Source: an optimization exercise on an open RTL-to-GDS flow (aim: small area and a short achievable clock period). Production flows keep margins and buffers that such runs may drop.
In this exercise RTL edits were held to simulation tests only and were not proved equivalent to the original.
Power is estimated from default activity; no workload was simulated.

==> design/flow/flow/run.sh <==
#!/bin/bash
# Own layout flow: the standard flow (standard.sh) with these changes:
#  - the standard synthesis runs first, on its own and unchanged;
#  - ports are buffered with buf_2 instead of the default delay cell;
#  - clock tree synthesis uses clusters of up to 14 sinks and 60 um, clkbuf_4/8, no dummy loads;
#  - the timing repair steps aim for a setup slack margin, which sizes up the critical path.
# Each step's full output goes to its own log file in this folder; ORFS's logs are under orfs/logs.
set -euo pipefail
cd "$(dirname "$0")/.."
MARGIN=${MARGIN:-9}
bash standard.sh synth > flow_synth.log 2>&1
bash standard.sh \
  "BUFFER_PORTS_ARGS=-buffer_cell sky130_fd_sc_hd__buf_2" \
  "CTS_ARGS=-sink_clustering_enable -repair_clock_nets -dont_use_dummy_load -sink_clustering_size 14 -sink_clustering_max_diameter 60 -buf_list {sky130_fd_sc_hd__clkbuf_4 sky130_fd_sc_hd__clkbuf_8}" \
  "SETUP_SLACK_MARGIN=$MARGIN" \
  "TNS_END_PERCENT=5" \
  finish > flow_finish.log 2>&1
==> design/flow/standard.sh <==
#!/bin/bash
# synth_recipe.tcl (not shown) runs the flow's synth.tcl, then flattens the netlist and writes it again
# the make line also repeats each setting of config.mk as NAME=value (left out here)
make -C /OpenROAD-flow-scripts/flow DESIGN_CONFIG=/design/flow/config.mk WORK_HOME=/design/flow/orfs CLKGATE_MAP_FILE= SYNTH_SCRIPT=/design/flow/synth_recipe.tcl "${@:-finish}"
==> design/flow/config.mk <==
export PLATFORM = sky130hd
export DESIGN_NAME = rv32i_cpu
export DESIGN_NICKNAME = rv32i_cpu
export VERILOG_FILES = /design/flow/design.v
export SDC_FILE = /design/flow/constraint.sdc
export NUM_CORES = 8
export LEC_CHECK = 0
export CAP_MARGIN = 20
export CORE_MARGIN = 2
export CORE_UTILIZATION = 55
export PLACE_DENSITY = 0.68
export SLEW_MARGIN = 20
export SYNTH_HIERARCHICAL = 1
==> design/flow/constraint.sdc <==
create_clock -name core_clock -period 19.5 [get_ports {clk}]
set_input_delay 3.9000 -clock core_clock [delete_from_list [all_inputs] [get_ports {clk}]]
set_output_delay 3.9000 -clock core_clock [all_outputs]
set_load 0.01 [all_outputs]
==> design/flow/design.v <==
module c_inv   (input a, output y);                   assign y = ~a;                    endmodule
module c_nand2 (input a, input b, output y);          assign y = ~(a & b);              endmodule
module c_nand3 (input a, input b, input c, output y); assign y = ~(a & b & c);          endmodule
module c_nand4 (input a, input b, input c, input d, output y); assign y = ~(a & b & c & d); endmodule
module c_and2  (input a, input b, output y);          assign y = a & b;                 endmodule
module c_and3  (input a, input b, input c, output y); assign y = a & b & c;            endmodule
module c_and4  (input a, input b, input c, input d, output y); assign y = a & b & c & d;  endmodule
module c_or2   (input a, input b, output y);          assign y = a | b;                 endmodule
module c_or4   (input a, input b, input c, input d, output y); assign y = a | b | c | d;  endmodule
module c_nor2  (input a, input b, output y);          assign y = ~(a | b);              endmodule
module c_or3   (input a, input b, input c, output y); assign y = a | b | c;            endmodule
module c_nor3  (input a, input b, input c, output y); assign y = ~(a | b | c);          endmodule
module c_xor2  (input a, input b, output y);          assign y = a ^ b;                 endmodule
module c_xnor2 (input a, input b, output y);          assign y = ~(a ^ b);              endmodule
module c_nor4  (input a, input b, input c, input d, output y); assign y = ~(a | b | c | d); endmodule
module c_a221oi (input a1, input a2, input b1, input b2, input c, output y); assign y = ~((a1 & a2) | (b1 & b2) | c); endmodule
module c_a21oi (input a, input b, input c, output y); assign y = ~((a & b) | c);        endmodule
module c_o21ai (input a, input b, input c, output y); assign y = ~((a | b) & c);        endmodule
module c_mux2i (input a, input b, input s, output y); assign y = ~(s ? b : a);          endmodule
module c_mxi   (input a, input b, input s, input sn, output y); assign y = ~((a | s) & (b | sn)); endmodule
module agu (
  input  [31:0] rn,
  input  [11:0] m,
  output [31:0] y
);
  wire a_n1, a_n2, a_n3, a_n4, a_n5, a_n6, a_n7, a_n8, a_n9, a_n10, a_n11, a_n12, a_n13, a_n14, a_n15, a_n16, a_n17, a_n18, a_n19, a_n20, a_n21, a_n22, a_n23, a_n24, a_n25, a_n26, a_n27, a_n28, a_n29, a_n30, a_n31, a_n32, a_n33, a_n34, a_n35, a_n36, a_n37, a_n38, a_n39, a_n40, a_n41, a_n42, a_n43, a_n44, a_n45, a_n46, a_n47, a_n48, a_n49, a_n50, a_n51, a_n52, a_n53, a_n54, a_n55, a_n56, a_n57, a_n58, a_n59, a_n60, a_n61, a_n62, a_n63, a_n64, a_n65, a_n66, a_n67, a_n68, a_n69, a_n70, a_n71, a_n72, a_n73, a_n74, a_n75, a_n76, a_n77, a_n78, a_n79, a_n80, a_n81, a_n82, a_n83, a_n84, a_n85, a_n86, a_n87, a_n88, a_n89, a_n90, a_n91, a_n92, a_n93, a_n94, a_n95, a_n96, a_n97, a_n98, a_n99, a_n100, a_n101, a_n102, a_n103, a_n104, a_n105, a_n106, a_n107, a_n108, a_n109, a_n110, a_n111, a_n112, a_n113, a_n114, a_n115, a_n116, a_n117, a_n118, a_n119, a_n120, a_n121, a_n122, a_n123, a_n124, a_n125, a_n126, a_n127, a_n128, a_n129, a_n130, a_n131, a_n132, a_n133, a_n134, a_n135, a_n136, a_n137, a_n138, a_n139, a_n140, a_n141, a_n142, a_n143, a_n144, a_n145, a_n146, a_n147, a_n148, a_n149, a_n150, a_n151, a_n152, a_n153, a_n154, a_n155, a_n156, a_n157, a_n158, a_n159, a_n160, a_n161, a_n162, a_n163, a_n164, a_n165, a_n166, a_n167, a_n168, a_n169, a_n170, a_n171, a_n172, a_n173, a_n174, a_n175, a_n176, a_n177, a_n178, a_n179, a_n180, a_n181, a_n182, a_n183, a_n184, a_n185, a_n186, a_n187, a_n188, a_n189, a_n190, a_n191, a_n192, a_n193, a_n194, a_n195, a_n196, a_n197, a_n198, a_n199, a_n200, a_n201, a_n202, a_n203, a_n204, a_n205, a_n206, a_n207, a_n208, a_n209, a_n210, a_n211, a_n212, a_n213, a_n214, a_n215, a_n216, a_n217, a_n218, a_n219, a_n220, a_n221, a_n222;
  c_inv u_a_n1 (m[0], a_n1);
  c_inv u_a_n2 (m[1], a_n2);
  c_inv u_a_n3 (m[2], a_n3);
  c_inv u_a_n4 (m[3], a_n4);
  c_inv u_a_n5 (m[4], a_n5);
  c_inv u_a_n6 (m[5], a_n6);
  c_inv u_a_n7 (m[6], a_n7);
  c_inv u_a_n8 (m[7], a_n8);
  c_inv u_a_n9 (m[8], a_n9);
  c_inv u_a_n10 (m[9], a_n10);
  c_inv u_a_n11 (m[10], a_n11);
  c_inv u_a_n12 (m[11], a_n12);
  c_nor2 u_a_n13 (rn[0], a_n1, a_n13);
  c_nor2 u_a_n14 (rn[1], a_n2, a_n14);
  c_nor2 u_a_n15 (rn[2], a_n3, a_n15);
  c_nor2 u_a_n16 (rn[3], a_n4, a_n16);
  c_nor2 u_a_n17 (rn[4], a_n5, a_n17);
  c_nor2 u_a_n18 (rn[5], a_n6, a_n18);
  c_nor2 u_a_n19 (rn[6], a_n7, a_n19);
  c_nor2 u_a_n20 (rn[7], a_n8, a_n20);
  c_nor2 u_a_n21 (rn[8], a_n9, a_n21);
  c_nor2 u_a_n22 (rn[9], a_n10, a_n22);
  c_nor2 u_a_n23 (rn[10], a_n11, a_n23);
  c_nor2 u_a_n24 (rn[11], a_n12, a_n24);
  c_nand2 u_a_n25 (rn[0], a_n1, a_n25);
  c_nand2 u_a_n26 (rn[1], a_n2, a_n26);
  c_nand2 u_a_n27 (rn[2], a_n3, a_n27);
  c_nand2 u_a_n28 (rn[3], a_n4, a_n28);
  c_nand2 u_a_n29 (rn[4], a_n5, a_n29);
  c_nand2 u_a_n30 (rn[5], a_n6, a_n30);
  c_nand2 u_a_n31 (rn[6], a_n7, a_n31);
  c_nand2 u_a_n32 (rn[7], a_n8, a_n32);
  c_nand2 u_a_n33 (rn[8], a_n9, a_n33);
  c_nand2 u_a_n34 (rn[9], a_n10, a_n34);
  c_nand2 u_a_n35 (rn[10], a_n11, a_n35);
  c_nand2 u_a_n36 (rn[11], a_n12, a_n36);
  c_a21oi u_a_n37 (a_n26, a_n13, a_n14, a_n37);
  c_nand2 u_a_n38 (a_n26, a_n25, a_n38);
  c_a21oi u_a_n39 (a_n28, a_n15, a_n16, a_n39);
  c_nand2 u_a_n40 (a_n28, a_n27, a_n40);
  c_a21oi u_a_n41 (a_n30, a_n17, a_n18, a_n41);
  c_nand2 u_a_n42 (a_n30, a_n29, a_n42);
  c_a21oi u_a_n43 (a_n32, a_n19, a_n20, a_n43);
  c_nand2 u_a_n44 (a_n32, a_n31, a_n44);
  c_a21oi u_a_n45 (a_n34, a_n21, a_n22, a_n45);
  c_nand2 u_a_n46 (a_n34, a_n33, a_n46);
  c_a21oi u_a_n47 (a_n36, a_n23, a_n24, a_n47);
  c_nand2 u_a_n48 (a_n36, a_n35, a_n48);
  c_o21ai u_a_n49 (a_n40, a_n37, a_n39, a_n49);
  c_nor2 u_a_n50 (a_n40, a_n38, a_n50);
  c_o21ai u_a_n51 (a_n44, a_n41, a_n43, a_n51);
  c_nor2 u_a_n52 (a_n44, a_n42, a_n52);
  c_o21ai u_a_n53 (a_n48, a_n45, a_n47, a_n53);
  c_nor2 u_a_n54 (a_n48, a_n46, a_n54);
  c_nor4 u_a_n55 (a_n48, a_n46, a_n44, a_n42, a_n55);
  c_a221oi u_a_n56 (a_n54, a_n51, a_n55, a_n49, a_n53, a_n56);
  c_a221oi u_a_n57 (a_n54, a_n51, a_n55, a_n49, a_n53, a_n57);
  c_a221oi u_a_n58 (a_n54, a_n51, a_n55, a_n49, a_n53, a_n58);
  c_a221oi u_a_n59 (a_n54, a_n51, a_n55, a_n49, a_n53, a_n59);
  c_inv u_a_n60 (a_n37, a_n60);
  c_a21oi u_a_n61 (a_n27, a_n60, a_n15, a_n61);
  c_a21oi u_a_n62 (a_n29, a_n49, a_n17, a_n62);
  c_inv u_a_n63 (a_n49, a_n63);
  c_o21ai u_a_n64 (a_n42, a_n63, a_n41, a_n64);
  c_a21oi u_a_n65 (a_n31, a_n64, a_n19, a_n65);
  c_a21oi u_a_n66 (a_n52, a_n49, a_n51, a_n66);
  c_inv u_a_n67 (a_n66, a_n67);
  c_a21oi u_a_n68 (a_n33, a_n67, a_n21, a_n68);
  c_o21ai u_a_n69 (a_n46, a_n66, a_n45, a_n69);
  c_a21oi u_a_n70 (a_n35, a_n69, a_n23, a_n70);
  c_xnor2 u_a_n71 (rn[0], m[0], a_n71);
  c_xnor2 u_a_n72 (rn[1], m[1], a_n72);
  c_xnor2 u_a_n73 (rn[2], m[2], a_n73);
  c_xnor2 u_a_n74 (rn[3], m[3], a_n74);
  c_xnor2 u_a_n75 (rn[4], m[4], a_n75);
  c_xnor2 u_a_n76 (rn[5], m[5], a_n76);
  c_xnor2 u_a_n77 (rn[6], m[6], a_n77);
  c_xnor2 u_a_n78 (rn[7], m[7], a_n78);
  c_xnor2 u_a_n79 (rn[8], m[8], a_n79);
  c_xnor2 u_a_n80 (rn[9], m[9], a_n80);
  c_xnor2 u_a_n81 (rn[10], m[10], a_n81);
  c_xnor2 u_a_n82 (rn[11], m[11], a_n82);
  c_xnor2 u_y_0 (rn[0], m[0], y[0]);
  c_xor2 u_y_1 (a_n72, a_n13, y[1]);
  c_xnor2 u_y_2 (a_n73, a_n37, y[2]);
  c_xnor2 u_y_3 (a_n74, a_n61, y[3]);
  c_xor2 u_y_4 (a_n75, a_n49, y[4]);
  c_xnor2 u_y_5 (a_n76, a_n62, y[5]);
  c_xor2 u_y_6 (a_n77, a_n64, y[6]);
  c_xnor2 u_y_7 (a_n78, a_n65, y[7]);
  c_xnor2 u_y_8 (a_n79, a_n66, y[8]);
  c_xnor2 u_y_9 (a_n80, a_n68, y[9]);
  c_xor2 u_y_10 (a_n81, a_n69, y[10]);
  c_xnor2 u_y_11 (a_n82, a_n70, y[11]);
  c_nor2 u_a_n83 (rn[12], m[11], a_n83);
  c_nor2 u_a_n84 (rn[14], rn[13], a_n84);
  c_nor2 u_a_n85 (rn[16], rn[15], a_n85);
  c_nor2 u_a_n86 (rn[18], rn[17], a_n86);
  c_nor2 u_a_n87 (rn[20], rn[19], a_n87);
  c_nor2 u_a_n88 (rn[22], rn[21], a_n88);
  c_nor2 u_a_n89 (rn[24], rn[23], a_n89);
  c_nor2 u_a_n90 (rn[26], rn[25], a_n90);
  c_nor2 u_a_n91 (rn[28], rn[27], a_n91);
  c_nor2 u_a_n92 (rn[30], rn[29], a_n92);
  c_inv u_a_n93 (rn[13], a_n93);
  c_nand2 u_a_n94 (a_n93, a_n83, a_n94);
  c_nand2 u_a_n95 (a_n84, a_n83, a_n95);
  c_inv u_a_n96 (rn[17], a_n96);
  c_nand2 u_a_n97 (a_n96, a_n85, a_n97);
  c_nand2 u_a_n98 (a_n86, a_n85, a_n98);
  c_inv u_a_n99 (rn[21], a_n99);
  c_nand2 u_a_n100 (a_n99, a_n87, a_n100);
  c_nand2 u_a_n101 (a_n88, a_n87, a_n101);
  c_inv u_a_n102 (rn[25], a_n102);
  c_nand2 u_a_n103 (a_n102, a_n89, a_n103);
  c_nand2 u_a_n104 (a_n90, a_n89, a_n104);
  c_inv u_a_n105 (rn[29], a_n105);
  c_nand2 u_a_n106 (a_n105, a_n91, a_n106);
  c_nand2 u_a_n107 (a_n92, a_n91, a_n107);
  c_nor2 u_a_n108 (rn[15], a_n95, a_n108);
  c_inv u_a_n109 (a_n95, a_n109);
  c_nand2 u_a_n110 (a_n85, a_n109, a_n110);
  c_nor2 u_a_n111 (a_n97, a_n95, a_n111);
  c_nor2 u_a_n112 (a_n98, a_n95, a_n112);
  c_nor2 u_a_n113 (rn[23], a_n101, a_n113);
  c_inv u_a_n114 (a_n101, a_n114);
  c_nand2 u_a_n115 (a_n89, a_n114, a_n115);
  c_nor2 u_a_n116 (a_n103, a_n101, a_n116);
  c_nor2 u_a_n117 (a_n104, a_n101, a_n117);
  c_inv u_a_n118 (rn[19], a_n118);
  c_nand2 u_a_n119 (a_n118, a_n112, a_n119);
  c_nand2 u_a_n120 (a_n87, a_n112, a_n120);
  c_inv u_a_n121 (a_n100, a_n121);
  c_nand2 u_a_n122 (a_n121, a_n112, a_n122);
  c_nand2 u_a_n123 (a_n114, a_n112, a_n123);
  c_nand2 u_a_n124 (a_n113, a_n112, a_n124);
  c_inv u_a_n125 (a_n115, a_n125);
  c_nand2 u_a_n126 (a_n125, a_n112, a_n126);
  c_nand2 u_a_n127 (a_n116, a_n112, a_n127);
  c_nand2 u_a_n128 (a_n117, a_n112, a_n128);
  c_nor2 u_a_n129 (rn[27], a_n128, a_n129);
  c_inv u_a_n130 (a_n128, a_n130);
  c_nand2 u_a_n131 (a_n91, a_n130, a_n131);
  c_nor2 u_a_n132 (a_n106, a_n128, a_n132);
  c_nor2 u_a_n133 (a_n107, a_n128, a_n133);
  c_nand2 u_a_n134 (rn[12], m[11], a_n134);
  c_nand2 u_a_n135 (rn[14], rn[13], a_n135);
  c_nand2 u_a_n136 (rn[16], rn[15], a_n136);
  c_nand2 u_a_n137 (rn[18], rn[17], a_n137);
  c_nand2 u_a_n138 (rn[20], rn[19], a_n138);
  c_nand2 u_a_n139 (rn[22], rn[21], a_n139);
  c_nand2 u_a_n140 (rn[24], rn[23], a_n140);
  c_nand2 u_a_n141 (rn[26], rn[25], a_n141);
  c_nand2 u_a_n142 (rn[28], rn[27], a_n142);
  c_nand2 u_a_n143 (rn[30], rn[29], a_n143);
  c_inv u_a_n144 (a_n134, a_n144);
  c_nand2 u_a_n145 (rn[13], a_n144, a_n145);
  c_nor2 u_a_n146 (a_n135, a_n134, a_n146);
  c_inv u_a_n147 (a_n136, a_n147);
  c_nand2 u_a_n148 (rn[17], a_n147, a_n148);
  c_nor2 u_a_n149 (a_n137, a_n136, a_n149);
  c_inv u_a_n150 (a_n138, a_n150);
  c_nand2 u_a_n151 (rn[21], a_n150, a_n151);
  c_nor2 u_a_n152 (a_n139, a_n138, a_n152);
  c_inv u_a_n153 (a_n140, a_n153);
  c_nand2 u_a_n154 (rn[25], a_n153, a_n154);
  c_nor2 u_a_n155 (a_n141, a_n140, a_n155);
  c_inv u_a_n156 (a_n142, a_n156);
  c_nand2 u_a_n157 (rn[29], a_n156, a_n157);
  c_nor2 u_a_n158 (a_n143, a_n142, a_n158);
  c_nand2 u_a_n159 (rn[15], a_n146, a_n159);
  c_nand2 u_a_n160 (a_n147, a_n146, a_n160);
  c_inv u_a_n161 (a_n148, a_n161);
  c_nand2 u_a_n162 (a_n161, a_n146, a_n162);
  c_nand2 u_a_n163 (a_n149, a_n146, a_n163);
  c_nand2 u_a_n164 (rn[23], a_n152, a_n164);
  c_nand2 u_a_n165 (a_n153, a_n152, a_n165);
  c_inv u_a_n166 (a_n154, a_n166);
  c_nand2 u_a_n167 (a_n166, a_n152, a_n167);
  c_nand2 u_a_n168 (a_n155, a_n152, a_n168);
  c_inv u_a_n169 (a_n163, a_n169);
  c_nand2 u_a_n170 (rn[19], a_n169, a_n170);
  c_nor2 u_a_n171 (a_n138, a_n163, a_n171);
  c_nor2 u_a_n172 (a_n151, a_n163, a_n172);
  c_nand2 u_a_n173 (a_n152, a_n169, a_n173);
  c_nor2 u_a_n174 (a_n164, a_n163, a_n174);
  c_nor2 u_a_n175 (a_n165, a_n163, a_n175);
  c_nor2 u_a_n176 (a_n167, a_n163, a_n176);
  c_nor2 u_a_n177 (a_n168, a_n163, a_n177);
  c_nand2 u_a_n178 (rn[27], a_n177, a_n178);
  c_nand2 u_a_n179 (a_n156, a_n177, a_n179);
  c_inv u_a_n180 (a_n157, a_n180);
  c_nand2 u_a_n181 (a_n180, a_n177, a_n181);
  c_nand2 u_a_n182 (a_n158, a_n177, a_n182);
  c_xnor2 u_a_n183 (rn[12], m[11], a_n183);
  c_xor2 u_a_n184 (rn[12], m[11], a_n184);
  c_mux2i u_y_12 (a_n183, a_n184, a_n56, y[12]);
  c_xor2 u_a_n185 (rn[13], a_n83, a_n185);
  c_xnor2 u_a_n186 (rn[13], a_n134, a_n186);
  c_mux2i u_y_13 (a_n185, a_n186, a_n57, y[13]);
  c_xnor2 u_a_n187 (rn[14], a_n94, a_n187);
  c_xnor2 u_a_n188 (rn[14], a_n145, a_n188);
  c_mux2i u_y_14 (a_n187, a_n188, a_n58, y[14]);
  c_xnor2 u_a_n189 (rn[15], a_n95, a_n189);
  c_xor2 u_a_n190 (rn[15], a_n146, a_n190);
  c_mux2i u_y_15 (a_n189, a_n190, a_n59, y[15]);
  c_xor2 u_a_n191 (rn[16], a_n108, a_n191);
  c_xnor2 u_a_n192 (rn[16], a_n159, a_n192);
  c_mux2i u_y_16 (a_n191, a_n192, a_n56, y[16]);
  c_xnor2 u_a_n193 (rn[17], a_n110, a_n193);
  c_xnor2 u_a_n194 (rn[17], a_n160, a_n194);
  c_mux2i u_y_17 (a_n193, a_n194, a_n57, y[17]);
  c_xor2 u_a_n195 (rn[18], a_n111, a_n195);
  c_xnor2 u_a_n196 (rn[18], a_n162, a_n196);
  c_mux2i u_y_18 (a_n195, a_n196, a_n58, y[18]);
  c_xor2 u_a_n197 (rn[19], a_n112, a_n197);
  c_xnor2 u_a_n198 (rn[19], a_n163, a_n198);
  c_mux2i u_y_19 (a_n197, a_n198, a_n59, y[19]);
  c_xnor2 u_a_n199 (rn[20], a_n119, a_n199);
  c_xnor2 u_a_n200 (rn[20], a_n170, a_n200);
  c_mux2i u_y_20 (a_n199, a_n200, a_n56, y[20]);
  c_xnor2 u_a_n201 (rn[21], a_n120, a_n201);
  c_xor2 u_a_n202 (rn[21], a_n171, a_n202);
  c_mux2i u_y_21 (a_n201, a_n202, a_n57, y[21]);
  c_xnor2 u_a_n203 (rn[22], a_n122, a_n203);
  c_xor2 u_a_n204 (rn[22], a_n172, a_n204);
  c_mux2i u_y_22 (a_n203, a_n204, a_n58, y[22]);
  c_xnor2 u_a_n205 (rn[23], a_n123, a_n205);
  c_xnor2 u_a_n206 (rn[23], a_n173, a_n206);
  c_mux2i u_y_23 (a_n205, a_n206, a_n59, y[23]);
  c_xnor2 u_a_n207 (rn[24], a_n124, a_n207);
  c_xor2 u_a_n208 (rn[24], a_n174, a_n208);
  c_mux2i u_y_24 (a_n207, a_n208, a_n56, y[24]);
  c_xnor2 u_a_n209 (rn[25], a_n126, a_n209);
  c_xor2 u_a_n210 (rn[25], a_n175, a_n210);
  c_mux2i u_y_25 (a_n209, a_n210, a_n57, y[25]);
  c_xnor2 u_a_n211 (rn[26], a_n127, a_n211);
  c_xor2 u_a_n212 (rn[26], a_n176, a_n212);
  c_mux2i u_y_26 (a_n211, a_n212, a_n58, y[26]);
  c_xnor2 u_a_n213 (rn[27], a_n128, a_n213);
  c_xor2 u_a_n214 (rn[27], a_n177, a_n214);
  c_mux2i u_y_27 (a_n213, a_n214, a_n59, y[27]);
  c_xor2 u_a_n215 (rn[28], a_n129, a_n215);
  c_xnor2 u_a_n216 (rn[28], a_n178, a_n216);
  c_mux2i u_y_28 (a_n215, a_n216, a_n56, y[28]);
  c_xnor2 u_a_n217 (rn[29], a_n131, a_n217);
  c_xnor2 u_a_n218 (rn[29], a_n179, a_n218);
  c_mux2i u_y_29 (a_n217, a_n218, a_n57, y[29]);
  c_xor2 u_a_n219 (rn[30], a_n132, a_n219);
  c_xnor2 u_a_n220 (rn[30], a_n181, a_n220);
  c_mux2i u_y_30 (a_n219, a_n220, a_n58, y[30]);
  c_xor2 u_a_n221 (rn[31], a_n133, a_n221);
  c_xnor2 u_a_n222 (rn[31], a_n182, a_n222);
  c_mux2i u_y_31 (a_n221, a_n222, a_n59, y[31]);
endmodule
module pc_add (
  input  [30:0] a, b,
  output [30:0] s
);
  wire r_n1, r_n2, r_n3, r_n4, r_n5, r_n6, r_n7, r_n8, r_n9, r_n10, r_n11, r_n12, r_n13, r_n14, r_n15, r_n16, r_n17, r_n18, r_n19, r_n20, r_n21, r_n22, r_n23, r_n24, r_n25, r_n26, r_n27, r_n28, r_n29, r_n30, r_n31, r_n32, r_n33, r_n34, r_n35, r_n36, r_n37, r_n38, r_n39, r_n40, r_n41, r_n42, r_n43, r_n44, r_n45, r_n46, r_n47, r_n48, r_n49, r_n50, r_n51, r_n52, r_n53, r_n54, r_n55, r_n56, r_n57, r_n58, r_n59, r_n60, r_n61, r_n62, r_n63, r_n64, r_n65, r_n66, r_n67, r_n68, r_n69, r_n70, r_n71, r_n72, r_n73, r_n74, r_n75, r_n76, r_n77, r_n78, r_n79, r_n80, r_n81, r_n82, r_n83, r_n84, r_n85, r_n86, r_n87, r_n88, r_n89, r_n90;
  c_xor2 u_s_0 (a[0], b[0], s[0]);
  c_nand2 u_r_n1 (a[0], b[0], r_n1);
  c_xnor2 u_r_n2 (a[1], b[1], r_n2);
  c_nand2 u_r_n3 (a[1], b[1], r_n3);
  c_xor2 u_s_1 (r_n2, r_n1, s[1]);
  c_o21ai u_r_n4 (r_n2, r_n1, r_n3, r_n4);
  c_xor2 u_r_n5 (a[2], b[2], r_n5);
  c_and2 u_r_n6 (a[2], b[2], r_n6);
  c_xor2 u_s_2 (r_n5, r_n4, s[2]);
  c_a21oi u_r_n7 (r_n5, r_n4, r_n6, r_n7);
  c_xnor2 u_r_n8 (a[3], b[3], r_n8);
  c_nand2 u_r_n9 (a[3], b[3], r_n9);
  c_xor2 u_s_3 (r_n8, r_n7, s[3]);
  c_o21ai u_r_n10 (r_n8, r_n7, r_n9, r_n10);
  c_xor2 u_r_n11 (a[4], b[4], r_n11);
  c_and2 u_r_n12 (a[4], b[4], r_n12);
  c_xor2 u_s_4 (r_n11, r_n10, s[4]);
  c_a21oi u_r_n13 (r_n11, r_n10, r_n12, r_n13);
  c_xnor2 u_r_n14 (a[5], b[5], r_n14);
  c_nand2 u_r_n15 (a[5], b[5], r_n15);
  c_xor2 u_s_5 (r_n14, r_n13, s[5]);
  c_o21ai u_r_n16 (r_n14, r_n13, r_n15, r_n16);
  c_xor2 u_r_n17 (a[6], b[6], r_n17);
  c_and2 u_r_n18 (a[6], b[6], r_n18);
  c_xor2 u_s_6 (r_n17, r_n16, s[6]);
  c_a21oi u_r_n19 (r_n17, r_n16, r_n18, r_n19);
  c_xnor2 u_r_n20 (a[7], b[7], r_n20);
  c_nand2 u_r_n21 (a[7], b[7], r_n21);
  c_xor2 u_s_7 (r_n20, r_n19, s[7]);
  c_o21ai u_r_n22 (r_n20, r_n19, r_n21, r_n22);
  c_xor2 u_r_n23 (a[8], b[8], r_n23);
  c_and2 u_r_n24 (a[8], b[8], r_n24);
  c_xor2 u_s_8 (r_n23, r_n22, s[8]);
  c_a21oi u_r_n25 (r_n23, r_n22, r_n24, r_n25);
  c_xnor2 u_r_n26 (a[9], b[9], r_n26);
  c_nand2 u_r_n27 (a[9], b[9], r_n27);
  c_xor2 u_s_9 (r_n26, r_n25, s[9]);
  c_o21ai u_r_n28 (r_n26, r_n25, r_n27, r_n28);
  c_xor2 u_r_n29 (a[10], b[10], r_n29);
  c_and2 u_r_n30 (a[10], b[10], r_n30);
  c_xor2 u_s_10 (r_n29, r_n28, s[10]);
  c_a21oi u_r_n31 (r_n29, r_n28, r_n30, r_n31);
  c_xnor2 u_r_n32 (a[11], b[11], r_n32);
  c_nand2 u_r_n33 (a[11], b[11], r_n33);
  c_xor2 u_s_11 (r_n32, r_n31, s[11]);
  c_o21ai u_r_n34 (r_n32, r_n31, r_n33, r_n34);
  c_xor2 u_r_n35 (a[12], b[12], r_n35);
  c_and2 u_r_n36 (a[12], b[12], r_n36);
  c_xor2 u_s_12 (r_n35, r_n34, s[12]);
  c_a21oi u_r_n37 (r_n35, r_n34, r_n36, r_n37);
  c_xnor2 u_r_n38 (a[13], b[13], r_n38);
  c_nand2 u_r_n39 (a[13], b[13], r_n39);
  c_xor2 u_s_13 (r_n38, r_n37, s[13]);
  c_o21ai u_r_n40 (r_n38, r_n37, r_n39, r_n40);
  c_xor2 u_r_n41 (a[14], b[14], r_n41);
  c_and2 u_r_n42 (a[14], b[14], r_n42);
  c_xor2 u_s_14 (r_n41, r_n40, s[14]);
  c_a21oi u_r_n43 (r_n41, r_n40, r_n42, r_n43);
  c_xnor2 u_r_n44 (a[15], b[15], r_n44);
  c_nand2 u_r_n45 (a[15], b[15], r_n45);
  c_xor2 u_s_15 (r_n44, r_n43, s[15]);
  c_o21ai u_r_n46 (r_n44, r_n43, r_n45, r_n46);
  c_xor2 u_r_n47 (a[16], b[16], r_n47);
  c_and2 u_r_n48 (a[16], b[16], r_n48);
  c_xor2 u_s_16 (r_n47, r_n46, s[16]);
  c_a21oi u_r_n49 (r_n47, r_n46, r_n48, r_n49);
  c_xnor2 u_r_n50 (a[17], b[17], r_n50);
  c_nand2 u_r_n51 (a[17], b[17], r_n51);
  c_xor2 u_s_17 (r_n50, r_n49, s[17]);
  c_o21ai u_r_n52 (r_n50, r_n49, r_n51, r_n52);
  c_xor2 u_r_n53 (a[18], b[18], r_n53);
  c_and2 u_r_n54 (a[18], b[18], r_n54);
  c_xor2 u_s_18 (r_n53, r_n52, s[18]);
  c_a21oi u_r_n55 (r_n53, r_n52, r_n54, r_n55);
  c_xnor2 u_r_n56 (a[19], b[19], r_n56);
  c_nand2 u_r_n57 (a[19], b[19], r_n57);
  c_xor2 u_s_19 (r_n56, r_n55, s[19]);
  c_o21ai u_r_n58 (r_n56, r_n55, r_n57, r_n58);
  c_xor2 u_r_n59 (a[20], b[20], r_n59);
  c_and2 u_r_n60 (a[20], b[20], r_n60);
  c_xor2 u_s_20 (r_n59, r_n58, s[20]);
  c_a21oi u_r_n61 (r_n59, r_n58, r_n60, r_n61);
  c_xnor2 u_r_n62 (a[21], b[21], r_n62);
  c_nand2 u_r_n63 (a[21], b[21], r_n63);
  c_xor2 u_s_21 (r_n62, r_n61, s[21]);
  c_o21ai u_r_n64 (r_n62, r_n61, r_n63, r_n64);
  c_xor2 u_r_n65 (a[22], b[22], r_n65);
  c_and2 u_r_n66 (a[22], b[22], r_n66);
  c_xor2 u_s_22 (r_n65, r_n64, s[22]);
  c_a21oi u_r_n67 (r_n65, r_n64, r_n66, r_n67);
  c_xnor2 u_r_n68 (a[23], b[23], r_n68);
  c_nand2 u_r_n69 (a[23], b[23], r_n69);
  c_xor2 u_s_23 (r_n68, r_n67, s[23]);
  c_o21ai u_r_n70 (r_n68, r_n67, r_n69, r_n70);
  c_xor2 u_r_n71 (a[24], b[24], r_n71);
  c_and2 u_r_n72 (a[24], b[24], r_n72);
  c_xor2 u_s_24 (r_n71, r_n70, s[24]);
  c_a21oi u_r_n73 (r_n71, r_n70, r_n72, r_n73);
  c_xnor2 u_r_n74 (a[25], b[25], r_n74);
  c_nand2 u_r_n75 (a[25], b[25], r_n75);
  c_xor2 u_s_25 (r_n74, r_n73, s[25]);
  c_o21ai u_r_n76 (r_n74, r_n73, r_n75, r_n76);
  c_xor2 u_r_n77 (a[26], b[26], r_n77);
  c_and2 u_r_n78 (a[26], b[26], r_n78);
  c_xor2 u_s_26 (r_n77, r_n76, s[26]);
  c_a21oi u_r_n79 (r_n77, r_n76, r_n78, r_n79);
  c_xnor2 u_r_n80 (a[27], b[27], r_n80);
  c_nand2 u_r_n81 (a[27], b[27], r_n81);
  c_xor2 u_s_27 (r_n80, r_n79, s[27]);
  c_o21ai u_r_n82 (r_n80, r_n79, r_n81, r_n82);
  c_xor2 u_r_n83 (a[28], b[28], r_n83);
  c_and2 u_r_n84 (a[28], b[28], r_n84);
  c_xor2 u_s_28 (r_n83, r_n82, s[28]);
  c_a21oi u_r_n85 (r_n83, r_n82, r_n84, r_n85);
  c_xnor2 u_r_n86 (a[29], b[29], r_n86);
  c_nand2 u_r_n87 (a[29], b[29], r_n87);
  c_xor2 u_s_29 (r_n86, r_n85, s[29]);
  c_o21ai u_r_n88 (r_n86, r_n85, r_n87, r_n88);
  c_xor2 u_r_n89 (a[30], b[30], r_n89);
  c_and2 u_r_n90 (a[30], b[30], r_n90);
  c_xor2 u_s_30 (r_n89, r_n88, s[30]);
endmodule
module add_bk #(parameter N = 32, parameter L = 5) (
  input  [N-1:0] a, b,
  input          cin,
  output [N-1:0] s,
  output         cout,
  output [N-1:0] p, g
);
  assign p = a ^ b;
  assign g = a & b;
  wire [N-1:0] G [0:2*L-1];
  wire [N-1:0] P [0:2*L-1];
  assign G[0] = {g[N-1:1], g[0] | (p[0] & cin)};
  assign P[0] = p;
  genvar st, i;
  generate
    for (st = 1; st < 2*L; st = st + 1) begin : g_st
      for (i = 0; i < N; i = i + 1) begin : g_i
        localparam integer l  = (st <= L) ? st - 1 : 2*L - 1 - st;
        localparam integer d  = 1 << l;
        localparam integer ok = (st <= L) ? (((i + 1) % (2*d)) == 0)
                                          : ((i >= 3*d - 1) && (((i + 1 - d) % (2*d)) == 0));
        if (ok && i - d >= 0) begin : g_c
          assign G[st][i] = G[st-1][i] | (P[st-1][i] & G[st-1][i-d]);
          assign P[st][i] = P[st-1][i] & P[st-1][i-d];
        end else begin : g_p
          assign G[st][i] = G[st-1][i];
          assign P[st][i] = P[st-1][i];
        end
      end
    end
  endgenerate
  assign s    = p ^ {G[2*L-1][N-2:0], cin};
  assign cout = G[2*L-1][N-1];
endmodule
module shr32 (
  input  [31:0] a,
  input  [4:0]  sh,
  input         left,
  input         fill,
  output [31:0] y
);
  wire [31:0] x0, x1, x2, x3, x4;
  wire [4:0] shn = ~sh;
  wire leftn = ~left;
  wire filln = ~fill;
  genvar i;
  generate
    for (i = 0; i < 32; i = i + 1) begin : g_i
      c_mxi m0 (.a(a[i]), .b(a[31-i]), .s(left), .sn(leftn), .y(x0[i]));
      if (i + 1 < 32) begin : s0
        c_mxi m (.a(x0[i]), .b(x0[i+1]), .s(sh[0]), .sn(shn[0]), .y(x1[i]));
      end else begin : f0
        c_mxi m (.a(x0[i]), .b(filln), .s(sh[0]), .sn(shn[0]), .y(x1[i]));
      end
      if (i + 2 < 32) begin : s1
        c_mxi m (.a(x1[i]), .b(x1[i+2]), .s(sh[1]), .sn(shn[1]), .y(x2[i]));
      end else begin : f1
        c_mxi m (.a(x1[i]), .b(fill), .s(sh[1]), .sn(shn[1]), .y(x2[i]));
      end
      if (i + 4 < 32) begin : s2
        c_mxi m (.a(x2[i]), .b(x2[i+4]), .s(sh[2]), .sn(shn[2]), .y(x3[i]));
      end else begin : f2
        c_mxi m (.a(x2[i]), .b(filln), .s(sh[2]), .sn(shn[2]), .y(x3[i]));
      end
      if (i + 8 < 32) begin : s3
        c_mxi m (.a(x3[i]), .b(x3[i+8]), .s(sh[3]), .sn(shn[3]), .y(x4[i]));
      end else begin : f3
        c_mxi m (.a(x3[i]), .b(fill), .s(sh[3]), .sn(shn[3]), .y(x4[i]));
      end
      if (i + 16 < 32) begin : s4
        c_mxi m (.a(x4[i]), .b(x4[i+16]), .s(sh[4]), .sn(shn[4]), .y(y[i]));
      end else begin : f4
        c_mxi m (.a(x4[i]), .b(filln), .s(sh[4]), .sn(shn[4]), .y(y[i]));
      end
    end
  endgenerate
endmodule
module rf_hold (input q, input d, input w, input wn, output y);
  assign y = (q & wn) | (d & w);
endmodule
module rf_aoi3 (input a, input sa, input b, input sb, input c, input sc, output y);
  assign y = ~((a & sa) | (b & sb) | (c & sc));
endmodule
module regfile (
  input             clk,
  input             we,
  input      [4:0]  rs1, rs2, rd,
  input      [31:0] rd_data,
  input             use_imm,
  input      [31:0] imm,
  output     [31:0] rs1v, rs1n_agu, rs2v, rs2v_mem
);
  wire [31:0] q [0:31];
  wire [127:0] s1f, s2f, wf, wnf;
  assign q[0] = 32'b0;
  genvar r, k, j;
  generate
    wire [4:0] rs1n, rs2n;
    wire [3:0] lo1n, lo2n;
    wire [7:0] hi1n, hi2n;
    wire       use_imm_n;
    c_inv ui (.a(use_imm), .y(use_imm_n));
    for (j = 0; j < 5; j = j + 1) begin : g_inv
      c_inv i1 (.a(rs1[j]), .y(rs1n[j]));
      c_inv i2 (.a(rs2[j]), .y(rs2n[j]));
    end
    for (j = 0; j < 4; j = j + 1) begin : g_lo
      c_nand2 l1 (.a(j[0] ? rs1[0] : rs1n[0]), .b(j[1] ? rs1[1] : rs1n[1]), .y(lo1n[j]));
      c_nand3 l2 (.a(j[0] ? rs2[0] : rs2n[0]), .b(j[1] ? rs2[1] : rs2n[1]), .c(use_imm_n), .y(lo2n[j]));
    end
    for (j = 0; j < 8; j = j + 1) begin : g_hi
      c_nand3 h1 (.a(j[0] ? rs1[2] : rs1n[2]), .b(j[1] ? rs1[3] : rs1n[3]), .c(j[2] ? rs1[4] : rs1n[4]), .y(hi1n[j]));
      c_nand3 h2 (.a(j[0] ? rs2[2] : rs2n[2]), .b(j[1] ? rs2[3] : rs2n[3]), .c(j[2] ? rs2[4] : rs2n[4]), .y(hi2n[j]));
    end
    wire [4:0] rdn;
    wire [3:0] low_n;
    wire [7:0] hiw_n;
    for (j = 0; j < 5; j = j + 1) begin : g_invw
      c_inv iw (.a(rd[j]), .y(rdn[j]));
    end
    for (j = 0; j < 4; j = j + 1) begin : g_low
      c_nand3 lw (.a(j[0] ? rd[0] : rdn[0]), .b(j[1] ? rd[1] : rdn[1]), .c(we), .y(low_n[j]));
    end
    for (j = 0; j < 8; j = j + 1) begin : g_hiw
      c_nand3 hw (.a(j[0] ? rd[2] : rdn[2]), .b(j[1] ? rd[3] : rdn[3]), .c(j[2] ? rd[4] : rdn[4]), .y(hiw_n[j]));
    end
    for (r = 1; r < 32; r = r + 1) begin : g_dec
      for (j = 0; j < 4; j = j + 1) begin : g_grp
        c_nor2 d1 (.a(hi1n[r/4]), .b(lo1n[r%4]), .y(s1f[32*j+r]));
        c_nor2 d2 (.a(hi2n[r/4]), .b(lo2n[r%4]), .y(s2f[32*j+r]));
        c_nor2 dw (.a(hiw_n[r/4]), .b(low_n[r%4]), .y(wf[32*j+r]));
        c_inv  dn (.a(wf[32*j+r]), .y(wnf[32*j+r]));
      end
    end
    for (r = 1; r < 32; r = r + 1) begin : g_r
      reg  [31:0] x;
      wire [31:0] d;
      for (k = 0; k < 32; k = k + 1) begin : g_b
        rf_hold h (.q(x[k]), .d(rd_data[k]), .w(wf[32*(k/8)+r]), .wn(wnf[32*(k/8)+r]), .y(d[k]));
      end
      always @(posedge clk) x <= d;
      assign q[r] = x;
    end
    for (k = 0; k < 32; k = k + 1) begin : g_col
      wire [10:0] a1, a2;
      wire [2:0]  o1, o2;
      wire        a2i;
      for (j = 0; j < 10; j = j + 1) begin : g_t
        rf_aoi3 t1 (.a(q[3*j+1][k]), .sa(s1f[32*(k/8)+3*j+1]), .b(q[3*j+2][k]), .sb(s1f[32*(k/8)+3*j+2]),
                    .c(q[3*j+3][k]), .sc(s1f[32*(k/8)+3*j+3]), .y(a1[j]));
        rf_aoi3 t2 (.a(q[3*j+1][k]), .sa(s2f[32*(k/8)+3*j+1]), .b(q[3*j+2][k]), .sb(s2f[32*(k/8)+3*j+2]),
                    .c(q[3*j+3][k]), .sc(s2f[32*(k/8)+3*j+3]), .y(a2[j]));
      end
      c_nand2 n1 (.a(q[31][k]), .b(s1f[32*(k/8)+31]), .y(a1[10]));
      c_nand2 n2 (.a(q[31][k]), .b(s2f[32*(k/8)+31]), .y(a2[10]));
      c_nand2 n3 (.a(imm[k]), .b(use_imm), .y(a2i));
      c_nand4 p10 (.a(a1[0]), .b(a1[1]), .c(a1[2]), .d(a1[3]), .y(o1[0]));
      c_nand4 p11 (.a(a1[4]), .b(a1[5]), .c(a1[6]), .d(a1[7]), .y(o1[1]));
      c_nand3 p12 (.a(a1[8]), .b(a1[9]), .c(a1[10]), .y(o1[2]));
      c_nand4 p20 (.a(a2[0]), .b(a2[1]), .c(a2[2]), .d(a2[3]), .y(o2[0]));
      c_nand4 p21 (.a(a2[4]), .b(a2[5]), .c(a2[6]), .d(a2[7]), .y(o2[1]));
      c_nand4 p22 (.a(a2[8]), .b(a2[9]), .c(a2[10]), .d(a2i), .y(o2[2]));
      c_nor3 f1a (.a(o1[0]), .b(o1[1]), .c(o1[2]), .y(rs1n_agu[k]));
      c_or3  f1b (.a(o1[0]), .b(o1[1]), .c(o1[2]), .y(rs1v[k]));
      c_or3  f2a (.a(o2[0]), .b(o2[1]), .c(o2[2]), .y(rs2v[k]));
      c_or3  f2b (.a(o2[0]), .b(o2[1]), .c(o2[2]), .y(rs2v_mem[k]));
    end
  endgenerate
endmodule
module rv32i_cpu (
  input             clk,
  input             rst,
  output     [31:0] pc,
  input      [31:0] inst,
  output            MemWen,
  output     [31:0] MemAddr,
  output     [31:0] MemWdata,
  input      [31:0] MemRdata
);
  wire b6 = inst[6], b5 = inst[5], b4 = inst[4], b3 = inst[3], b2 = inst[2];
  wire [2:0] f3 = inst[14:12];
  wire is_store  = ~b6 &  b5 & ~b4;
  wire is_load   = ~b6 & ~b5 & ~b4;
  wire is_branch =  b6 & ~b2;
  wire is_jalr   =  b6 & ~b3 & b2;
  wire is_jal    =  b6 &  b3;
  wire is_lui    = ~b6 &  b5 & b4 &  b2;
  wire is_auipc  = ~b6 & ~b5 & b4 &  b2;
  wire is_alu    = ~b6 & b4 & ~b2;           
  wire regwrite  = ~(is_store | is_branch);
  wire [31:0] immI = {{20{inst[31]}}, inst[31:20]};
  wire [31:0] immB = {{20{inst[31]}}, inst[7], inst[30:25], inst[11:8], 1'b0};
  wire [31:0] immJ = {{12{inst[31]}}, inst[19:12], inst[20], inst[30:21], 1'b0};
  wire [31:0] immU = {inst[31:12], 12'b0};
  wire [31:0] rs1v, rs1n_agu, op2, rs2_mem;
  reg  [31:0] rd_data;
  regfile rf (
    .clk(clk), .we(regwrite), .rs1(inst[19:15]), .rs2(inst[24:20]), .rd(inst[11:7]),
    .rd_data(rd_data), .use_imm(~b5), .imm(immI),
    .rs1v(rs1v), .rs1n_agu(rs1n_agu), .rs2v(op2), .rs2v_mem(rs2_mem)
  );
  wire [31:0] agu_y;
  agu agu_i (.rn(rs1n_agu), .m({inst[31:25], is_store ? inst[11:7] : inst[24:20]}), .y(agu_y));
  assign MemAddr  = agu_y;
  assign MemWdata = rs2_mem;   
  assign MemWen   = is_store;
  wire sub = is_branch | (f3[2:1] == 2'b01) | (b5 & inst[30] & (f3 == 3'b000));
  wire [31:0] sum, p, g;
  wire cout;
  add_bk #(32, 5) alu_add (.a(rs1v), .b(op2 ^ {32{sub}}), .cin(sub), .s(sum), .cout(cout), .p(p), .g(g));
  wire ltu = ~cout;
  wire lt  = (rs1v[31] ^ op2[31]) ? rs1v[31] : ltu;
  wire eq  = &p;
  wire cond = f3[2] ? (f3[1] ? ltu : lt) : eq;
  wire taken = cond ^ f3[0];
  wire [31:0] shr;
  shr32 sh_i (.a(rs1v), .sh(op2[4:0]), .left(~f3[2]), .fill(inst[30] & rs1v[31]), .y(shr));
  wire [31:0] shl;
  genvar gi;
  generate for (gi = 0; gi < 32; gi = gi + 1) begin : g_shl
    assign shl[gi] = shr[31-gi];
  end endgenerate
  wire [31:0] logic_r = (p & {32{~(f3[1] & f3[0])}}) | (g & {32{f3[1]}});
  wire [31:0] pimm = b6 ? (b3 ? immJ : immB) : immU;
  wire [31:0] tgt;
  pc_add pc_add_i (.a(pc[31:1]), .b(pimm[31:1]), .s(tgt[31:1]));
  assign tgt[0] = 1'b0;
  wire [31:0] pc4;
  wire [30:0] ic;
  assign ic[0] = 1'b1;
  genvar ii;
  generate for (ii = 2; ii < 32; ii = ii + 1) begin : g_inc
    assign pc4[ii]  = pc[ii] ^ ic[ii-2];
    assign ic[ii-1] = pc[ii] & ic[ii-2];
  end endgenerate
  assign pc4[1:0] = pc[1:0];
  wire s_sum   = is_alu & (f3 == 3'b000);
  wire s_sll   = is_alu & (f3 == 3'b001);
  wire s_slt   = is_alu & (f3 == 3'b010);
  wire s_sltu  = is_alu & (f3 == 3'b011);
  wire s_logic = is_alu & f3[2] & (f3[1] | ~f3[0]);
  wire s_shr   = is_alu & (f3 == 3'b101);
  always @* begin
    rd_data = ({32{s_sum}}    & sum)
            | ({32{s_sll}}    & shl)
            | ({32{s_slt}}    & {31'b0, lt})
            | ({32{s_sltu}}   & {31'b0, ltu})
            | ({32{s_logic}}  & logic_r)
            | ({32{s_shr}}    & shr)
            | ({32{is_load}}  & MemRdata)
            | ({32{b6}}       & pc4)
            | ({32{is_lui}}   & immU)
            | ({32{is_auipc}} & tgt);
  end
  reg [31:1] pcr;
  assign pc = {pcr, 1'b0};
  always @(posedge clk or posedge rst) begin
    if (rst)                               pcr <= 31'b0;
    else if (is_jalr)                      pcr <= agu_y[31:1];
    else if (is_jal | (is_branch & taken)) pcr <= tgt[31:1];
    else                                   pcr <= pc4[31:1];
  end
endmodule
==> results.py, run 1 <==
metrics = {
    "status": {
        "status": "complete, no violations",
    },
    "timing": {
        "worstMarginPinSlew_ns": 1.29,
        "drv_slew": 0,
        "setup_viol": 0,
        "rsz0062_at_grt": "true",
        "period_share_pct": 58.7,
        "max_slew_margin_pct": 14.0,
        "fmax_ghz": 0.0874,
        "fin_ws_ns": 8.06,
        "layout_min_cycle_time_ns": 11.44,
        "setup_tns_ns": 0,
        "hold_viol": 0,
        "clock_skew_ns": 0.0850,
        "hold_ws_ns": 0.518,
    },
    "setup_path": {
        "cpPeakStageDelay_ns": 0.75,
        "worstPathMaxFanout": 19,
        "cp_data_required_time_ns": 15.60,
        "critPathMostFrequentCell": "buf_2",
        "slowest_stage": "a222oi_1",
        "cp-start-kind": "input pin",
        "critPathKind": "in -> out",
        "crit_arrival_ns": 7.54,
        "cp_cell_sequence": "buf_2 > inv_1 > nand3_2 > buf_4 > nor2_1 > a222oi_1 > nand4_1 > or3_1 > buf_2",
        "cp-end-kind": "output pin",
    },
    "clock_network": {
        "cts_tree": "built",
        "cts_root_buffer": "clkbuf_8",
        "cts-htree-levels": 3,
        "path_clk_slew_ns": 0.06,
        "clockBufferDepth": 3,
        "insertion_delay_ns": 0.83,
        "holdBufCountCts": 0,
        "clkSinkCount": 1023,
        "cts_made_buffers": 91,
    },
    "floorplanning": {
        "die_y_um": 303,
        "die_area_sq_um": 91500,
        "io_pins": 163,
        "rows": 109,
        "coreArea_sq_um": 88400,
        "start_util_pct": 55.5,
        "die_w_um": 303,
    },
    "routing": {
        "drc": 0,
        "wl_per_cell_um": 34.1,
        "drtAntennaViolNets": 0,
        "drt_wl_total_mm": 221,
        "drt_iter0_drc": 13541,
        "num_vias": 52082,
        "viasPerCell": 8.01,
        "drtPass1Iterations": 22,
    },
    "layout": {
        "syn2layout_area_growth_pct": 13.1,
        "nets": 5471,
        "drive_gt1_share_pct": 13.1,
        "design_area_sq_um": 55500,
        "fin_util_pct": 62.8,
    },
    "synth": {
        "synth-main-ff-cell": "dfxtp_1",
        "synth_edf_count": 0,
        "synth_seq_cells": 1023,
        "postSynth.asyncResetShare_pct": 3.03,
        "synth_top_area_share_pct": 40.5,
        "synth_area_sq_um": 49000,
        "syn_area_per_cell_sq_um": 9.96,
        "synth_warnings": 9,
        "syn_inst": 4922,
        "synth_cell_types": 69,
        "synth.area.top_cells": "dfxtp_1, a22o_1, a222oi_1, nor2_1, o22ai_1",
        "yosysSeqAreaShare_pct": 42.1,
        "synth_top_area_cell": "dfxtp_1",
        "synth_nets": 5065,
    },
    "placed_design": {
        "place_area_sq_um": 51800,
        "hpwlAfterDp_mm": 149,
        "pre_cts_ws_ns": 6.73,
        "port_buffers": 159,
        "gp_congestion": 1.06,
    },
    "job": {
        "max-cap-violations": 0,
    },
    "grt": {
        "grt_pass1_wl_mm": 312,
        "first_global_vias": 45688,
        "gr-usage-all-layers_pct": 45.7,
        "grt_max_degree": 64,
        "grt.overflow.total": 0,
        "antenna_found_initial": 11,
    },
    "power": {
        "peakVddDrop_mv": 0.103,
        "p_per_area_nw_per_um2": 134,
        "leakagePower_nw": 21.1,
    },
    "hold_path": {
        "hold_class": "reg -> reg",
    },
}
==> logic make-up after synthesis <==
family	Yosys count	share of synthesized area, %
adders and majority gates	77	2.23
DFF	1023	42.1
other	1	0.00765
and+or+nand+nor	1162	11.2
buffers and inverters	294	2.32
muxes	25	0.511
xor gates and xnor gates	172	3.07
AOI/OAI and AO/OA	2168	38.5
==> modules after synthesis, one instance, submodules excluded, excerpt <==
module	flops+latches	times used
c_nor3	0	32
c_mux2i	0	20
c_nand2	0	182
rf_aoi3	0	640
c_a221oi	0	4
c_a21oi	0	26
c_and2	0	14
c_nor2	0	416
==> layout by cell type, fill, tap and decap left out, types with 17 or more instances in the layout <==
master      n
xnor2_1    95
buf_12     21
o22ai_1   193
a221oi_1   22
dfrtp_1    31
buf_6      17
nor3_4     25
nand4_1   169
nand3_1    57
xor2_1     76
nor2_1    366
nand3_2    17
dfxtp_1   992
clkbuf_8   91
ha_1       60
and2_1     28
fa_1       17
a222oi_1  671
nor2_2     49
inv_1     221
nand2_1   280
o211ai_1   29
mux2i_4    19
a21oi_2    25
or3_1      99
buf_4     180
a21oi_1    43
buf_2     151
a22o_1    993
a21o_1     20
a22oi_1    18
o21ai_0    56
==> synthesized netlist by cell type (all sizes together) (26+ instances only) <==
master    n
nand4   169
a22o    993
nand3    82
xnor2    96
ha       60
dfxtp   992
o22ai   193
o21ai    79
a221oi   26
o211ai   30
clkbuf   52
a222oi  671
a21oi    70
nor2    428
and2     29
nor3     36
or3      99
inv     229
xor2     76
dfrtp    31
nand2   296
==> timing repair <==
item                                    4_1_cts  5_1_grt
cloned                                        2        1
pin swaps                                   103       49
endpoints found under the setup margin      346      499
resized for setup                           214       53
setup buffers                                99       28
==> final cells by class <==
cell class / count / area [sq um]
antenna: 8 / 20.0
tap: 1165 / 1460
timing repair buffer: 378 / 2920
fill: 7635 / 32900
inverter: 229 / 878
multi-input combinational: 3605 / 28300
sequential: 1023 / 20600
clock buffer: 91 / 1250
==> state kept, by name, indices dropped and copies added (netlist names) <==
| signal | count |
|---|---|
| pcr | 31 |
| rf.g_r.x | 992 |
==> stage by stage <==
| stage | instances | total power [W] |
|---|---|---|
| 2_1_floorplan | 4922 | 0.00493 |
| 3_3_place_gp | 6270 | 0.00589 |
| 3_5_place_dp | 6270 | 0.00595 |
| 4_1_cts | 6462 | 0.00720 |
| 5_1_grt | 6495 | 0.00764 |
| 6_report | 6499 | 0.00741 |
==> per-layer routing <==
layer  vias up  track usage [%]  share of wire [%]
met1     24934             62.6                 38
met3       951             14.0                 15
met2      4463             63.4                 39
li1      21718                -                  -
met5         -            0.828              0.083
met4        16             25.7                7.4
==> critical path: cells and delay by family <==
kind	cells	cell delay (ns)
buffers and inverters	4	1.17
AND/OR/NAND/NOR	4	1.69
AO/OA/AOI/OAI	1	0.75
==> where the power goes <==
group / switching [W] / internal [W] / leakage, nW
combinational: 0.00161 / 0.00120 / 11.9
sequential: 0.000689 / 0.00279 / 8.58
clock: 0.000705 / 0.000415 / 0.654
total: 0.00301 / 0.00440 / 21.1
==> path summary, 6_finish.rpt <==
path | from | to | cells past startpoint | slack [ns]
setup / recovery | inst[20] | MemWdata[25] | 9 | 8.06
hold / removal | rf.g_r[31].x[0] | rf.g_r[31].x[0] | 1 | 0.52
setup reg to reg | pcr[2] | rf.g_r[24].x[30] | 33 | 11.78
hold reg to reg | rf.g_r[31].x[0] | rf.g_r[31].x[0] | 1 | 0.52
max in group asynchronous | rst | pcr[27] | 2 | 15.61
min in group asynchronous | rst | pcr[13] | 2 | 3.31
==> run 2, diff against run 1 <==
--- a/design/flow/flow/run.sh
+++ b/design/flow/flow/run.sh
@@ -7,7 +7,7 @@
 # Each step's full output goes to its own log file in this folder; ORFS's logs are under orfs/logs.
 set -euo pipefail
 cd "$(dirname "$0")/.."
-MARGIN=${MARGIN:-9}
+MARGIN=${MARGIN:-8}
 bash standard.sh synth > flow_synth.log 2>&1
 bash standard.sh \
   "BUFFER_PORTS_ARGS=-buffer_cell sky130_fd_sc_hd__buf_2" \
==> run 2 against run 1 <==
  * Still clean
  * Non-clock buffer count decreased by 47
  * Clock power about the same
  * Clock skew increased by 0.0040 ns
  * Routed wire length decreased by 3.5%
  * Final cell count decreased by 0.69%
  * Global-route usage decreased by 1.7 points
  * Critical endpoint is now MemAddr[19]
==> results.py, run 2 <==
metrics = {
    "grt": {
        "gr-usage-all-layers_pct": 44.0,
        "grt_pass1_wl_mm": 302,
        "antenna_found_initial": 8,
        "grt_max_degree": 65,
        "grt.overflow.total": 0,
        "first_global_vias": 44779,
    },
    "routing": {
        "drtAntennaViolNets": 0,
        "drt_wl_total_mm": 214,
        "wl_per_cell_um": 33.1,
        "drtPass1Iterations": 20,
        "drc": 0,
        "num_vias": 51106,
        "drt_iter0_drc": 12556,
        "viasPerCell": 7.92,
    },
    "floorplanning": {
        "start_util_pct": 55.5,
        "coreArea_sq_um": 88400,
        "die_y_um": 303,
        "die_area_sq_um": 91500,
        "rows": 109,
        "io_pins": 163,
        "die_w_um": 303,
    },
    "synth": {
        "synth_edf_count": 0,
        "syn_inst": 4922,
        "synth_nets": 5065,
        "yosysSeqAreaShare_pct": 42.1,
        "synth_commonest_cells": "a22o_1, dfxtp_1, a222oi_1",
        "postSynth.asyncResetShare_pct": 3.03,
        "synth_top_area_cell": "dfxtp_1",
        "synth_seq_cells": 1023,
        "synth_top_area_share_pct": 40.5,
        "syn_area_per_cell_sq_um": 9.96,
        "synth-main-ff-cell": "dfxtp_1",
        "synth.most_common_cell": "a22o_1",
        "synth_warnings": 9,
        "synth.area.top_cells": "dfxtp_1, a22o_1, a222oi_1, nor2_1, o22ai_1",
        "synth_area_sq_um": 49000,
        "synth_cell_types": 69,
    },
    "timing": {
        "period_share_pct": 59.2,
        "fmax_ghz": 0.0866,
        "clock_skew_ns": 0.0890,
        "drv_slew": 0,
        "worstMarginPinSlew_ns": 1.12,
        "setup_tns_ns": 0,
        "rsz0062_at_grt": "true",
        "layout_min_cycle_time_ns": 11.55,
        "setup_viol": 0,
        "hold_viol": 0,
        "max_slew_margin_pct": 24.4,
    },
    "power": {
        "p_int_w": 0.00436,
        "peakVddDrop_mv": 0.0824,
        "switching_share_pct": 40.0,
        "leakagePower_nw": 20.8,
        "p_per_area_nw_per_um2": 133,
        "pwr-share-clk_pct": 15.6,
        "comb_power_share_pct": 37.1,
        "p_sw_w": 0.00291,
        "pwr-share-seq_pct": 47.3,
    },
    "setup_path": {
        "critPathKind": "in -> out",
        "cp-end-kind": "output pin",
        "crit_arrival_ns": 7.65,
        "r2r.worst_path.cells": 34,
        "worstPathMaxFanout": 16,
        "r2r-start": "pcr[1]",
        "reg2reg_to": "rf.g_r[19].x[29]",
        "cp_data_required_time_ns": 15.60,
        "cp-start-kind": "input pin",
        "rrSetupSlack_ns": 11.77,
    },
    "status": {
        "status": "complete, no violations",
    },
    "clock_network": {
        "cts-htree-levels": 3,
        "clockBufferDepth": 3,
        "cts_made_buffers": 94,
        "insertion_delay_ns": 0.81,
        "cts_tree": "built",
        "clkSinkCount": 1023,
        "cts_root_buffer": "clkbuf_8",
        "path_clk_slew_ns": 0.06,
    },
    "layout": {
        "final_cell_mix": "a22o_1, dfxtp_1, a222oi_1, nor2_1, nand2_1",
        "final_common_cell": "a22o_1",
        "regArea_sq_um": 20600,
        "multiInputGateArea_sq_um": 28000,
        "largest_register": "rf.g_r.x",
        "largest_reg_flops": 992,
        "fill_cells": 7675,
        "nets": 5427,
        "drive_gt1_share_pct": 11.2,
        "layout.cells.non_filler": 6454,
        "syn2layout_area_growth_pct": 11.4,
        "top_regs": "rf.g_r.x x992, pcr x31",
    },
    "hold_path": {
        "min_to": "rf.g_r[2].x[6]",
        "hold_depth": 1,
        "worstHoldStart": "rf.g_r[2].x[6]",
        "hold_class": "reg -> reg",
    },
    "job": {
        "max-cap-violations": 0,
    },
    "placed_design": {
        "placed_cells": 6273,
        "hpwlAfterDp_mm": 147,
        "port_buffers": 159,
        "gp_congestion": 1.05,
    },
}
run 2: how the worst max path moves through the flow:
| stage | cells after the start | endpoint | slack, ns | start |
|---|---|---|---|---|
| after floorplan | 23 | rf.g_r[10].x[0] | 8.33 | inst[5] |
| after global placement | 16 | MemAddr[11] | 6.69 | inst[19] |
| after detailed placement | 16 | MemAddr[30] | 6.65 | inst[15] |
| after CTS | 15 | MemAddr[19] | 7.99 | inst[17] |
| after global routing | 18 | MemAddr[30] | 7.99 | inst[17] |
| final | 15 | MemAddr[19] | 7.95 | inst[15] |
run 2: cell families after synthesis:
| family | after synthesis | synth area share, % |
|---|---|---|
| AOI/OAI and AO/OA | 2168 | 38.5 |
| and+or+nand+nor | 1162 | 11.2 |
| DFF | 1023 | 42.1 |
| buffers and inverters | 294 | 2.32 |
| xor gates and xnor gates | 172 | 3.07 |
| adders and majority gates | 77 | 2.23 |
| muxes | 25 | 0.511 |
| other | 1 | 0.00765 |
run 2: power by group through the flow:
| stage | sequential [W] | clock [W] | combinational [W] |
|---|---|---|---|
| after floorplan | 0.00325 | 0 | 0.00168 |
| after global placement | 0.00342 | 0 | 0.00244 |
| after detailed placement | 0.00343 | 0 | 0.00248 |
| after CTS | 0.00340 | 0.00113 | 0.00256 |
| after global routing | 0.00351 | 0.00120 | 0.00283 |
| final | 0.00344 | 0.00113 | 0.00270 |
run 2: stage by stage:
stage	cell area, sq um	setup WS [ns]	utilization [%]	hold WS [ns]	power, W
2_1_floorplan	49000	8.33	-	0.477	0.00493
3_5_place_dp	51800	6.65	58.7	0.494	0.00592
6_report	54600	7.95	61.8	0.518	0.00728
3_3_place_gp	51800	6.69	58.7	0.487	0.00585
5_1_grt	54600	7.99	61.8	0.526	0.00755
4_1_cts	54000	7.99	61.1	0.513	0.00709
run 2: cell type report:
class	count	share of cell area [%]
antenna	7	0.0321
clock buffer	94	2.37
tap	1165	2.67
sequential	1023	37.8
inverter	229	1.60
multi-input combinational	3605	51.2
timing repair buffer	331	4.37
run 2: repair_timing:
| action | in CTS | in global routing |
|---|---|---|
| resized for setup | 97 | 63 |
| endpoints found under the setup margin | 29 | 203 |
| pin swaps | 51 | 54 |
| setup buffers | 42 | 36 |
| gates cloned | 0 | 2 |
| hold buffers | 0 | 0 |
run 2: critical path, stage by stage:
cell and delay (ns):
buf_8 0.13, clkinvlp_4 0.20, nand2_8 0.11, buf_12 0.20
nor2_2 0.12, a222oi_1 0.68, nand4_1 0.34, nor3_4 0.32
nand2_1 0.12, a21oi_2 0.20, o21ai_4 0.12, a221oi_2 0.29
buf_6 0.26, mux2i_4 0.40, buf_2 0.20
run 2: layer usage:
layer	wire length (um)	GRT usage [%]
met3	35100	16.1
met1	83800	62.1
met4	14300	24.0
met5	0	0
met2	80300	57.3
run 2: per-module statistics from Yosys (local to each module, per instance), excerpt:
module | copies in the design | flip-flops and latches | cells inside | cell area (sq um)
c_and2 | 14 | 0 | 1 | 6.26
c_mxi | 192 | 0 | 1 | 6.26
rf_aoi3 | 640 | 0 | 1 | 10.0
c_nand3 | 64 | 0 | 1 | 5.00
c_mux2i | 20 | 0 | 1 | 10.0
c_inv | 175 | 0 | 1 | 3.75
c_o21ai | 20 | 0 | 1 | 5.00
c_nand4 | 160 | 0 | 1 | 6.26
shr32 | 1 | 0 | 7 | 26.3
==> run 3, diff against run 2 <==
--- a/design/flow/flow/run.sh
+++ b/design/flow/flow/run.sh
@@ -7,7 +7,7 @@
 # Each step's full output goes to its own log file in this folder; ORFS's logs are under orfs/logs.
 set -euo pipefail
 cd "$(dirname "$0")/.."
-MARGIN=${MARGIN:-8}
+MARGIN=${MARGIN:-9}
 bash standard.sh synth > flow_synth.log 2>&1
 bash standard.sh \
   "BUFFER_PORTS_ARGS=-buffer_cell sky130_fd_sc_hd__buf_2" \
--- a/design/flow/config.mk
+++ b/design/flow/config.mk
@@ -7,7 +7,7 @@
 export LEC_CHECK = 0
 export CAP_MARGIN = 20
 export CORE_MARGIN = 2
-export CORE_UTILIZATION = 55
-export PLACE_DENSITY = 0.68
+export CORE_UTILIZATION = 62
+export PLACE_DENSITY = 0.72
 export SLEW_MARGIN = 20
 export SYNTH_HIERARCHICAL = 1
==> run 3 against run 2 <==
  * Hold slack worse by 0.0024 ns
  * Final area rose by 0.92%
  * Flip-flop and latch count did not move
  * Largest cell class unchanged
  * Register-to-register slack gained 0.08 ns
  * Worst setup slack improved by 0.12 ns
  * Still clean
  * Global-route usage is 5.8 points higher
  * Sequential share of layout area decreased by 0.34 points
  * Die area is 11% lower
==> results.py, run 3 <==
metrics = {
    "status": {
        "status": "complete, no violations",
    },
    "synth": {
        "syn_area_per_cell_sq_um": 9.96,
        "synth_top_family_by_area": "compound AO/OA/AOI/OAI gates",
        "synth_area_sq_um": 49000,
        "synth_seq_cells": 1023,
        "synthXorXnorAreaFrac_pct": 3.07,
        "postSynth.asyncResetShare_pct": 3.03,
        "synth_cell_types": 69,
        "synth_top_area_share_pct": 40.5,
    },
    "timing": {
        "period_share_pct": 58.6,
        "hold_viol": 0,
        "drv_slew": 0,
    },
    "grt": {
        "grt_max_degree": 64,
        "grt_pass1_wl_mm": 308,
    },
    "floorplanning": {
        "die_w_um": 285,
        "die_area_sq_um": 81300,
        "die_y_um": 285,
    },
    "setup_path": {
        "critPathKind": "in -> out",
        "slowest_stage": "buf_4",
        "rrSetupSlack_ns": 11.85,
        "cp_cell_sequence": "buf_2 > inv_1 > nand3_2 > buf_4 > nor2_1 > a222oi_1 > nand4_1 > or3_1 > buf_2",
    },
    "placed_design": {
        "port_buffers": 159,
    },
    "routing": {
        "drc": 0,
        "drtPass1Iterations": 23,
        "drt_wl_total_mm": 216,
    },
    "clock_network": {
        "cts_tree": "built",
        "cts-htree-levels": 3,
        "cts_root_buffer": "clkbuf_8",
        "clkSinkCount": 1023,
    },
    "layout": {
        "final_cell_mix": "a22o_1, dfxtp_1, a222oi_1, nor2_1, nand2_1",
        "fill_cells": 6112,
        "drive_gt1_share_pct": 12.7,
        "syn2layout_area_growth_pct": 12.5,
        "nets": 5455,
    },
}
==> run 3: cell types whose count changed in the layout (fill, tap and decap cells not counted), sizes merged <==
cell and delta:
bufbuf +3, inv +2, clkinvlp -2, nand3 +1, clkbuf -5, buf +29
diode +1
==> run 3: final timing paths <==
| path | start | to | depth (start not counted) |
|---|---|---|---|
| min in group asynchronous | rst | pcr[22] | 3 |
| max in group asynchronous | rst | pcr[16] | 3 |
| worst max-delay path | inst[20] | MemWdata[31] | 9 |
| worst max register to register | pcr[2] | rf.g_r[22].x[30] | 33 |
| worst min-delay path | rf.g_r[31].x[1] | rf.g_r[31].x[1] | 1 |
| worst min register to register | rf.g_r[31].x[1] | rf.g_r[31].x[1] | 1 |
==> run 3: modules after synthesis, one instance, submodules excluded, excerpt <==
module | area (sq um) | times used | flops+latches | cells inside
c_xnor2 | 8.76 | 59 | 0 | 1
c_nor4 | 12.5 | 1 | 0 | 1
c_mux2i | 10.0 | 20 | 0 | 1
c_a221oi | 15.0 | 4 | 0 | 1
rv32i_cpu | 4500 | 1 | 31 | 608
c_a21oi | 8.76 | 26 | 0 | 1
c_inv | 3.75 | 175 | 0 | 1
c_nand2 | 3.75 | 182 | 0 | 1
rf_aoi3 | 10.0 | 640 | 0 | 1
rf_hold | 8.76 | 992 | 0 | 1
c_nand3 | 5.00 | 64 | 0 | 1
==> run 3: cell families after synthesis <==
family	count (synthesis)
compound gates	2168
xor+xnor	172
fa+ha+maj	77
buf+inv	294
flops	1023
mux	25
other cells	1
simple gates	1162
==> run 3: report_power, final <==
part	internal (W)	switching [W]
Sequential	0.00279	0.000674
Combinational	0.00119	0.00163
Clock	0.000407	0.000694
==> run 3: routing by layer <==
metal  GRT usage (%)  vias to the layer above  wire length, um
li1                -                    21697                -
met1            66.2                    25196            77700
met2            66.9                     5107            83400
met3            20.3                     1186            38300
met4            30.0                        2            16500
met5               0                        -               15
==> run 3: metrics by stage <==
stage / setup WS, ns / instances / area, sq um / hold slack [ns]
6_report: 8.08 / 6368 / 55100 / 0.516
4_1_cts: 8.42 / 6351 / 54900 / 0.510
3_3_place_gp: 6.67 / 6158 / 51700 / 0.488
3_5_place_dp: 6.92 / 6159 / 51700 / 0.493
5_1_grt: 8.08 / 6363 / 55100 / 0.529
2_1_floorplan: 8.60 / 4922 / 49000 / 0.477
==> run 3: layout make-up <==
| cell class | count | area (sq um) | share of cell area (%) |
|---|---|---|---|
| multi-input cells | 3606 | 28300 | 51.3 |
| flip-flops and latches | 1023 | 20600 | 37.4 |
| repair buffers | 363 | 2760 | 5.01 |
| well taps | 1050 | 1310 | 2.38 |
| clock buffers | 89 | 1220 | 2.22 |
| inverters | 229 | 867 | 1.57 |
| diodes | 8 | 20.0 | 0.0363 |
==> run 3: critical path: cells and delay by family <==
kind,cells,cell delay [ns]
and+or+nand+nor,4,1.77
buffers and inverters,4,1.24
AOI/OAI and AO/OA,1,0.59
==> run 3: timing repair <==
item | 4_1_cts | 5_1_grt
gates resized for setup | 229 | 31
pin swaps | 104 | 13
setup buffers | 97 | 7
endpoints found under the hold margin | 0 | 0
endpoints found under the setup margin | 315 | 476
cloned | 6 | 1

Re-timed with assumed drivers on the ports (clkbuf_16 on the clock, buf_2 on other inputs), run 3 has 7.960 ns of setup slack against 8.075 ns with ideal ports, and 7.671 ns once port delays also move by the mid clock arrival of 0.790 ns.
